From an optimization exercise on the open Yosys and OpenROAD flow, aimed at small area; shortcuts taken in it are not production practice. In this exercise RTL edits were held to simulation tests only and were not proved equivalent to the original. No driver is modelled on the clock port, so clocking that relies on it looks cheaper here than on a real chip.

==> indigo: inputs <==
==> flow/design.v <==
module fifo (
	input [31:0] DI,
	input	RE,
	input	WE,
	input   clk,
	input	rst,
	output	[31:0] res,
	output	read_valid,
	output	r_err,
	output	w_err
);
	reg  [2:0]  rp, wp;
	reg         lastw;
	reg  [31:0] mem [0:7];
	reg  [31:0] res_r;
	reg         rv_r;
	wire eq    = (rp == wp);
	wire empty = eq & ~lastw;
	wire full  = eq & lastw;
	wire re_ok = RE & ~empty;
	wire we_ok = WE & (~full | RE);
	assign r_err = RE & empty;
	assign w_err = WE & full;
	assign read_valid = rv_r;
	assign res = res_r;
	always @(posedge clk) begin
		if (rst) begin
			rp <= 3'd0;
			wp <= 3'd0;
			lastw <= 1'b0;
			rv_r <= 1'b0;
		end else begin
			if (re_ok) rp <= rp + 3'd1;
			if (we_ok) wp <= wp + 3'd1;
			if (re_ok != we_ok) lastw <= we_ok;
			rv_r <= re_ok;
		end
	end
	always @(posedge clk)
		if (we_ok) mem[wp] <= DI;
	wire [7:0] sel;
	dec3 rdec (.a(rp), .y(sel));
	wire [31:0] n0, n1, n2;
	ao222n g0 (.a(mem[0]), .b(mem[1]), .c(mem[2]), .sa(sel[0]), .sb(sel[1]), .sc(sel[2]), .y(n0));
	ao222n g1 (.a(mem[3]), .b(mem[4]), .c(mem[5]), .sa(sel[3]), .sb(sel[4]), .sc(sel[5]), .y(n1));
	ao22n  g2 (.a(mem[6]), .b(mem[7]), .sa(sel[6]), .sb(sel[7]), .y(n2));
	always @(posedge clk)
		res_r <= ~(n0 & n1 & n2);
endmodule
module ao222n (
	input  [31:0] a, b, c,
	input         sa, sb, sc,
	output [31:0] y
);
	assign y = ~((a & {32{sa}}) | (b & {32{sb}}) | (c & {32{sc}}));
endmodule
module ao22n (
	input  [31:0] a, b,
	input         sa, sb,
	output [31:0] y
);
	assign y = ~((a & {32{sa}}) | (b & {32{sb}}));
endmodule
module dec3 (
	input  [2:0] a,
	output [7:0] y
);
	assign y = 8'd1 << a;
endmodule
==> flow/flow/run.sh <==
#!/bin/bash
# Standard ORFS layout with these changes:
# - synthesis is the standard flow's, but ABC maps with an area-oriented script
#   (flow/area.abc) instead of ORFS's speed script;
# - the ports get the smallest buffer;
# - the clock tree uses small buffers and no dummy loads;
# - after CTS, cells are swapped for lower-drive ones of the same
#   function where slew, capacitance and timing stay within margins.
set -euo pipefail
export FLOW_SYNTH=$PWD/synth_recipe.tcl
export AREA_ABC_SCRIPT=$PWD/flow/area.abc
export BUFFER_PORTS_ARGS="-buffer_cell sky130_fd_sc_hd__buf_1"
export CTS_ARGS="-sink_clustering_enable -repair_clock_nets -dont_use_dummy_load -buf_list {sky130_fd_sc_hd__clkbuf_8} -sink_clustering_size 12 -sink_clustering_max_diameter 100"
SYN=SYNTH_SCRIPT=$PWD/flow/synth_abc.tcl
bash standard.sh $SYN cts > standard_cts.log 2>&1
R=orfs/results/sky130hd/fifo/base
DS_SLEW_FRAC=0.1 DS_CLK_SLEW=0.118 DS_ODB=$R/4_cts.odb DS_SDC=$R/4_cts.sdc openroad -no_init -exit flow/downsize.tcl > downsize.log 2>&1
bash standard.sh $SYN finish > standard.log 2>&1
==> flow/flow/area.abc <==
&get -n
&st
&dch
&nf -a
&put
==> flow/flow/downsize.tcl <==
# Swap each logic and clock-tree cell for the smallest cell of its family
# (same function, lower drive) that keeps slew, capacitance and timing
# within margins. Reads and writes the odb named by DS_ODB.
set plat $::env(FLOW_HOME)/platforms/sky130hd
read_liberty $plat/lib/sky130_fd_sc_hd__tt_025C_1v80.lib
read_db $::env(DS_ODB)
read_sdc $::env(DS_SDC)
source $plat/setRC.tcl
set_propagated_clock [all_clocks]
estimate_parasitics -placement

proc envor {name def} { if {[info exists ::env($name)]} { return $::env($name) } { return $def } }
set clk_slew_max [envor DS_CLK_SLEW 0.110]
set slew_frac [envor DS_SLEW_FRAC 0.2]
set setup_min [envor DS_SETUP 0.3]
set hold_min [envor DS_HOLD 0.1]

proc max_clk_slew {} {
  set mx 0
  foreach p [get_pins -hierarchical */CLK] {
    set s [get_property $p slew_max]
    if {$s > $mx} { set mx $s }
  }
  return $mx
}

proc design_ok {} {
  global clk_slew_max slew_frac cap_frac setup_min hold_min
  estimate_parasitics -placement
  if {[sta::max_slew_violation_count] > 0} { return 0 }
  if {[sta::max_capacitance_violation_count] > 0} { return 0 }
  if {[sta::max_slew_check_slack_limit] < $slew_frac} { return 0 }
  if {[sta::max_capacitance_check_slack_limit] < $cap_frac} { return 0 }
  if {[sta::worst_slack_cmd max] < $setup_min * 1e-9} { return 0 }
  if {[sta::worst_slack_cmd min] < $hold_min * 1e-9} { return 0 }
  if {[max_clk_slew] > $clk_slew_max} { return 0 }
  return 1
}

# never demand more than the layout already has
estimate_parasitics -placement
set clk_slew_max [expr {max($clk_slew_max, [max_clk_slew])}]
set slew_frac [expr {min($slew_frac, [sta::max_slew_check_slack_limit])}]
set cap_frac [expr {min($slew_frac, [sta::max_capacitance_check_slack_limit])}]
set setup_min [expr {min($setup_min, [sta::worst_slack_cmd max] * 1e9)}]
set hold_min [expr {min($hold_min, [sta::worst_slack_cmd min] * 1e9)}]
puts "limits: clk slew $clk_slew_max slew frac $slew_frac setup $setup_min hold $hold_min"
puts "start: ok=[design_ok] clk slew [max_clk_slew] setup [sta::worst_slack_cmd max] hold [sta::worst_slack_cmd min]"
set saved 0.0
foreach inst [get_cells *] {
  set m [get_property $inst ref_name]
  if {![regexp {^(sky130_fd_sc_hd__[a-z0-9]+)_([0-9]+)$} $m -> base drv]} { continue }
  if {[string match "*df*" $base] || [string match "*tap*" $base] || [string match "*fill*" $base] || [string match "*decap*" $base] || [string match "*conb*" $base]} { continue }
  set a0 [get_property [get_lib_cells $m] area]
  set cands {}
  foreach lc [get_lib_cells ${base}_*] {
    set n [get_name $lc]
    if {![regexp "^${base}_\[0-9\]+\$" $n]} { continue }
    if {[get_property $lc dont_use]} { continue }
    set a [get_property $lc area]
    if {$a < $a0} { lappend cands [list $a $n] }
  }
  foreach c [lsort -real -index 0 $cands] {
    lassign $c a n
    replace_cell $inst $n
    if {[design_ok]} {
      set saved [expr {$saved + $a0 - $a}]
      puts "downsized [get_full_name $inst] $m -> $n"
      break
    }
    replace_cell $inst $m
  }
}
estimate_parasitics -placement
puts "end: saved $saved um2, clk slew [max_clk_slew] setup [sta::worst_slack_cmd max] hold [sta::worst_slack_cmd min]"
write_db $::env(DS_ODB)
==> flow/flow/synth_abc.tcl <==
# The standard flow's synthesis script, with ABC run on an area-oriented script of our
# own (AREA_ABC_SCRIPT) in place of ORFS's: every other argument, the
# dont_use list included, is kept.
proc abc {args} {
  set i [lsearch -exact $args -script]
  if {$i >= 0} {
    set args [lreplace $args $i [expr {$i + 1}] -script $::env(AREA_ABC_SCRIPT)]
  }
  yosys abc {*}$args
}
source $::env(FLOW_SYNTH)
==> flow/standard.sh <==
#!/bin/bash
# synth_recipe.tcl (not shown) runs the flow's synth.tcl, then flattens the netlist and writes it again
# the make line also repeats each setting of config.mk as NAME=value (left out here)
make -C /OpenROAD-flow-scripts/flow DESIGN_CONFIG=/design/flow/config.mk WORK_HOME=/design/flow/orfs CLKGATE_MAP_FILE= SYNTH_SCRIPT=/design/flow/synth_recipe.tcl "${@:-finish}"
==> flow/config.mk <==
export PLATFORM = sky130hd
export DESIGN_NAME = fifo
export DESIGN_NICKNAME = fifo
export VERILOG_FILES = /design/flow/design.v
export SDC_FILE = /design/flow/constraint.sdc
export NUM_CORES = 4
export LEC_CHECK = 0
export ABC_AREA = 0
export CAP_MARGIN = 0
export CORE_MARGIN = 2
export CORE_UTILIZATION = 70
export SLEW_MARGIN = 0
export SYNTH_HIERARCHICAL = 1
export SYNTH_MINIMUM_KEEP_SIZE = 0
==> flow/constraint.sdc <==
create_clock -name core_clock -period 5.0 [get_ports {clk}]
set_input_delay 1.0000 -clock core_clock [delete_from_list [all_inputs] [get_ports {clk}]]
set_output_delay 1.0000 -clock core_clock [all_outputs]
set_load 0.01 [all_outputs]
==> delta (differences from indigo) <==
--- a/flow/flow/run.sh
+++ b/flow/flow/run.sh
@@ -10,9 +10,9 @@
 export FLOW_SYNTH=$PWD/synth_recipe.tcl
 export AREA_ABC_SCRIPT=$PWD/flow/area.abc
 export BUFFER_PORTS_ARGS="-buffer_cell sky130_fd_sc_hd__buf_1"
-export CTS_ARGS="-sink_clustering_enable -repair_clock_nets -dont_use_dummy_load -buf_list {sky130_fd_sc_hd__clkbuf_8} -sink_clustering_size 12 -sink_clustering_max_diameter 100"
+export CTS_ARGS="-sink_clustering_enable -repair_clock_nets -dont_use_dummy_load -buf_list {sky130_fd_sc_hd__clkbuf_4} -sink_clustering_size 10 -sink_clustering_max_diameter 100"
 SYN=SYNTH_SCRIPT=$PWD/flow/synth_abc.tcl
 bash standard.sh $SYN cts > standard_cts.log 2>&1
 R=orfs/results/sky130hd/fifo/base
-DS_SLEW_FRAC=0.1 DS_CLK_SLEW=0.118 DS_ODB=$R/4_cts.odb DS_SDC=$R/4_cts.sdc openroad -no_init -exit flow/downsize.tcl > downsize.log 2>&1
+DS_SLEW_FRAC=0.1 DS_ODB=$R/4_cts.odb DS_SDC=$R/4_cts.sdc openroad -no_init -exit flow/downsize.tcl > downsize.log 2>&1
 bash standard.sh $SYN finish > standard.log 2>&1
Settings changed: CORE_UTILIZATION 70 to 55.
==> pepper (differences from indigo) <==
==> flow/design.v (replaced) <==
module fifo (
	input [31:0] DI,
	input	RE,
	input	WE,
	input   clk,
	input	rst,
	output	[31:0] res,
	output	read_valid,
	output	r_err,
	output	w_err
);
	reg  [3:0]   count;		 
	reg  [31:0]  head;
	reg  [223:0] sr;		 
	reg  [31:0]  res_r;
	reg          rv_r;
	wire empty = (count == 4'd0);
	wire full  = count[3];
	wire re_ok = RE & ~empty;
	wire we_ok = WE & (~full | RE);
	assign r_err = RE & empty;
	assign w_err = WE & full;
	assign read_valid = rv_r;
	assign res = res_r;
	wire [3:0] count_nx;
	updown cnt (.c(count), .inc(we_ok & ~re_ok), .dec(re_ok & ~we_ok), .y(count_nx));
	always @(posedge clk) begin
		if (rst) begin
			count <= 4'd0;
			rv_r <= 1'b0;
		end else begin
			count <= count_nx;
			rv_r <= re_ok;
		end
	end
	wire [223:0] sr_nx;
	shift7 shift (.d(DI), .q(sr), .we(we_ok), .we_n(~we_ok), .y(sr_nx));
	always @(posedge clk)
		sr <= sr_nx;
	wire [8:0] cdec;
	dec9 cd (.a(count), .y(cdec));
	wire s_di   = cdec[0] | (cdec[1] & RE);
	wire s_hold = ~cdec[0] & ~RE;
	wire [6:0] s_sr = cdec[8:2] & {7{RE}};
	wire [31:0] n0, n1, n2;
	ao222n g0 (.a(head), .b(DI), .c(sr[31:0]), .sa(s_hold), .sb(s_di), .sc(s_sr[0]), .y(n0));
	ao222n g1 (.a(sr[63:32]), .b(sr[95:64]), .c(sr[127:96]), .sa(s_sr[1]), .sb(s_sr[2]), .sc(s_sr[3]), .y(n1));
	ao222n g2 (.a(sr[159:128]), .b(sr[191:160]), .c(sr[223:192]), .sa(s_sr[4]), .sb(s_sr[5]), .sc(s_sr[6]), .y(n2));
	always @(posedge clk)
		head <= ~(n0 & n1 & n2);
	always @(posedge clk)
		res_r <= head;
endmodule
module shift7 (
	input  [31:0]  d,
	input  [223:0] q,
	input          we,
	input          we_n,
	output [223:0] y
);
	wire [223:0] below = {q[191:0], d};
	assign y = (below & {224{we}}) | (q & {224{we_n}});
endmodule
module updown (
	input  [3:0] c,
	input        inc,
	input        dec,
	output [3:0] y
);
	wire [3:0] t;
	assign t[0] = inc | dec;
	assign t[1] = (inc & c[0]) | (dec & ~c[0]);
	assign t[2] = (inc & c[0] & c[1]) | (dec & ~c[0] & ~c[1]);
	assign t[3] = (inc & c[0] & c[1] & c[2]) | (dec & ~c[0] & ~c[1] & ~c[2]);
	assign y = c ^ t;
endmodule
module ao222n (
	input  [31:0] a, b, c,
	input         sa, sb, sc,
	output [31:0] y
);
	assign y = ~((a & {32{sa}}) | (b & {32{sb}}) | (c & {32{sc}}));
endmodule
module dec9 (
	input  [3:0] a,
	output [8:0] y
);
	assign y[8] = a[3];
	assign y[7:0] = {8{~a[3]}} & (8'd1 << a[2:0]);
endmodule
--- a/flow/flow/run.sh
+++ b/flow/flow/run.sh
@@ -10,9 +10,9 @@
 export FLOW_SYNTH=$PWD/synth_recipe.tcl
 export AREA_ABC_SCRIPT=$PWD/flow/area.abc
 export BUFFER_PORTS_ARGS="-buffer_cell sky130_fd_sc_hd__buf_1"
-export CTS_ARGS="-sink_clustering_enable -repair_clock_nets -dont_use_dummy_load -buf_list {sky130_fd_sc_hd__clkbuf_8} -sink_clustering_size 12 -sink_clustering_max_diameter 100"
+export CTS_ARGS="-sink_clustering_enable -repair_clock_nets -dont_use_dummy_load -buf_list {sky130_fd_sc_hd__clkbuf_4} -sink_clustering_size 10 -sink_clustering_max_diameter 100"
 SYN=SYNTH_SCRIPT=$PWD/flow/synth_abc.tcl
 bash standard.sh $SYN cts > standard_cts.log 2>&1
 R=orfs/results/sky130hd/fifo/base
-DS_SLEW_FRAC=0.1 DS_CLK_SLEW=0.118 DS_ODB=$R/4_cts.odb DS_SDC=$R/4_cts.sdc openroad -no_init -exit flow/downsize.tcl > downsize.log 2>&1
+DS_SLEW_FRAC=0.1 DS_ODB=$R/4_cts.odb DS_SDC=$R/4_cts.sdc openroad -no_init -exit flow/downsize.tcl > downsize.log 2>&1
 bash standard.sh $SYN finish > standard.log 2>&1
==> impl_metrics.ini <==
[placed_design]
placedInstanceArea_mm2 = 0.0105
gp_congestion = 0.765

[run_status]
run_status = complete, no violations

[floorplanning]
die_area_mm2 = 0.0150

[layout]
largest_reg_flops = 256

[logic_synthesis]
yosysMostFrequentCell = edfxtp_1
synthSimpleGateAreaFrac_pct = 3.71
yosysTopAreaCell = edfxtp_1

[route]
drt_first_pass_iters = 7
via_count = 5258
via_per_inst = 6.83

[grt]
met3_usage_pct = 4.51
grt_first_pass_wirelength_mm = 28.3

[worst_hold_path]
hp-class = reg -> reg
[end of results for indigo]
==> impl_metrics.ini <==
[critical_path]
cp_cell_sequence = or4_1 -> nor2_1 -> buf_1

[route]
via_count = 7090
drt_first_pass_iters = 6
via_per_inst = 7.21

[logic_synthesis]
yosysTopAreaCell = dfxtp_1
synthSimpleGateAreaFrac_pct = 3.94
yosysMostFrequentCell = dfxtp_1

[placed_design]
placedInstanceArea_mm2 = 0.00988
gp_congestion = 0.765

[grt]
met3_usage_pct = 4.79
grt_first_pass_wirelength_mm = 34.5
grt_pass1_vias = 6821

[clock_network]
clock_latency_ns = 1.02
cts-root-buf = clkbuf_4

[worst_hold_path]
hp-class = in -> reg

[run_status]
run_status = complete, no violations

[floorplanning]
die_area_mm2 = 0.0142
[end of results for pepper]
==> impl_metrics.ini <==
[layout]
largest_reg_flops = 256
fin_cells = 825
n_all_inverters = 2

[route]
via_count = 5201

[run]
drv_cap = 0

[placed_design]
gp_congestion = 0.725
placedInstanceArea_mm2 = 0.0106
place.detailed.hpwl_mm = 10.8

[worst_hold_path]
hp-class = in -> reg

[run_status]
run_status = complete, no violations

[floorplanning]
ios = 71

[critical_path]
path_class = reg -> out

[logic_synthesis]
yosysTopAreaCell = edfxtp_1

[grt]
grt_first_pass_wirelength_mm = 29.4
met3_usage_pct = 4.67
[end of results for delta]

afterwards: timing with drivers on the ports:
In the flow no input, the clock included, has a driving cell. The finished layouts below were timed again as built, in two steps.
Step 1, drivers: a clkbuf_16 drives clk and a buf_2 each remaining input, both assumed.
Step 2 times the ports against the registers' clock, not the clock port: input delays grow and output delays shrink by t, the midpoint of the rising clock arrivals with the driver on.
Three values: ideal ports, drivers, drivers and shift; two values: the first two.
run	t, ns	slack for setup (ns)	hold slack, ns	worst slew at a driven data input, ns	pins driven straight from the clock port
indigo	0.730	1.752 / 1.752 / 1.520	0.461 / 0.461 / 0.461	0.06	1
delta	0.913	1.886 / 1.849 / 1.574	0.427 / 0.414 / 0.463	0.06	1
pepper	0.998	1.718 / 1.676 / 1.325	0.216 / 0.196 / 0.269	0.04	1
After both steps every run listed still meets setup and hold. For pepper, which loses most, drivers alone change the setup slack by -0.042 ns; drivers and shift together by -0.393 ns.
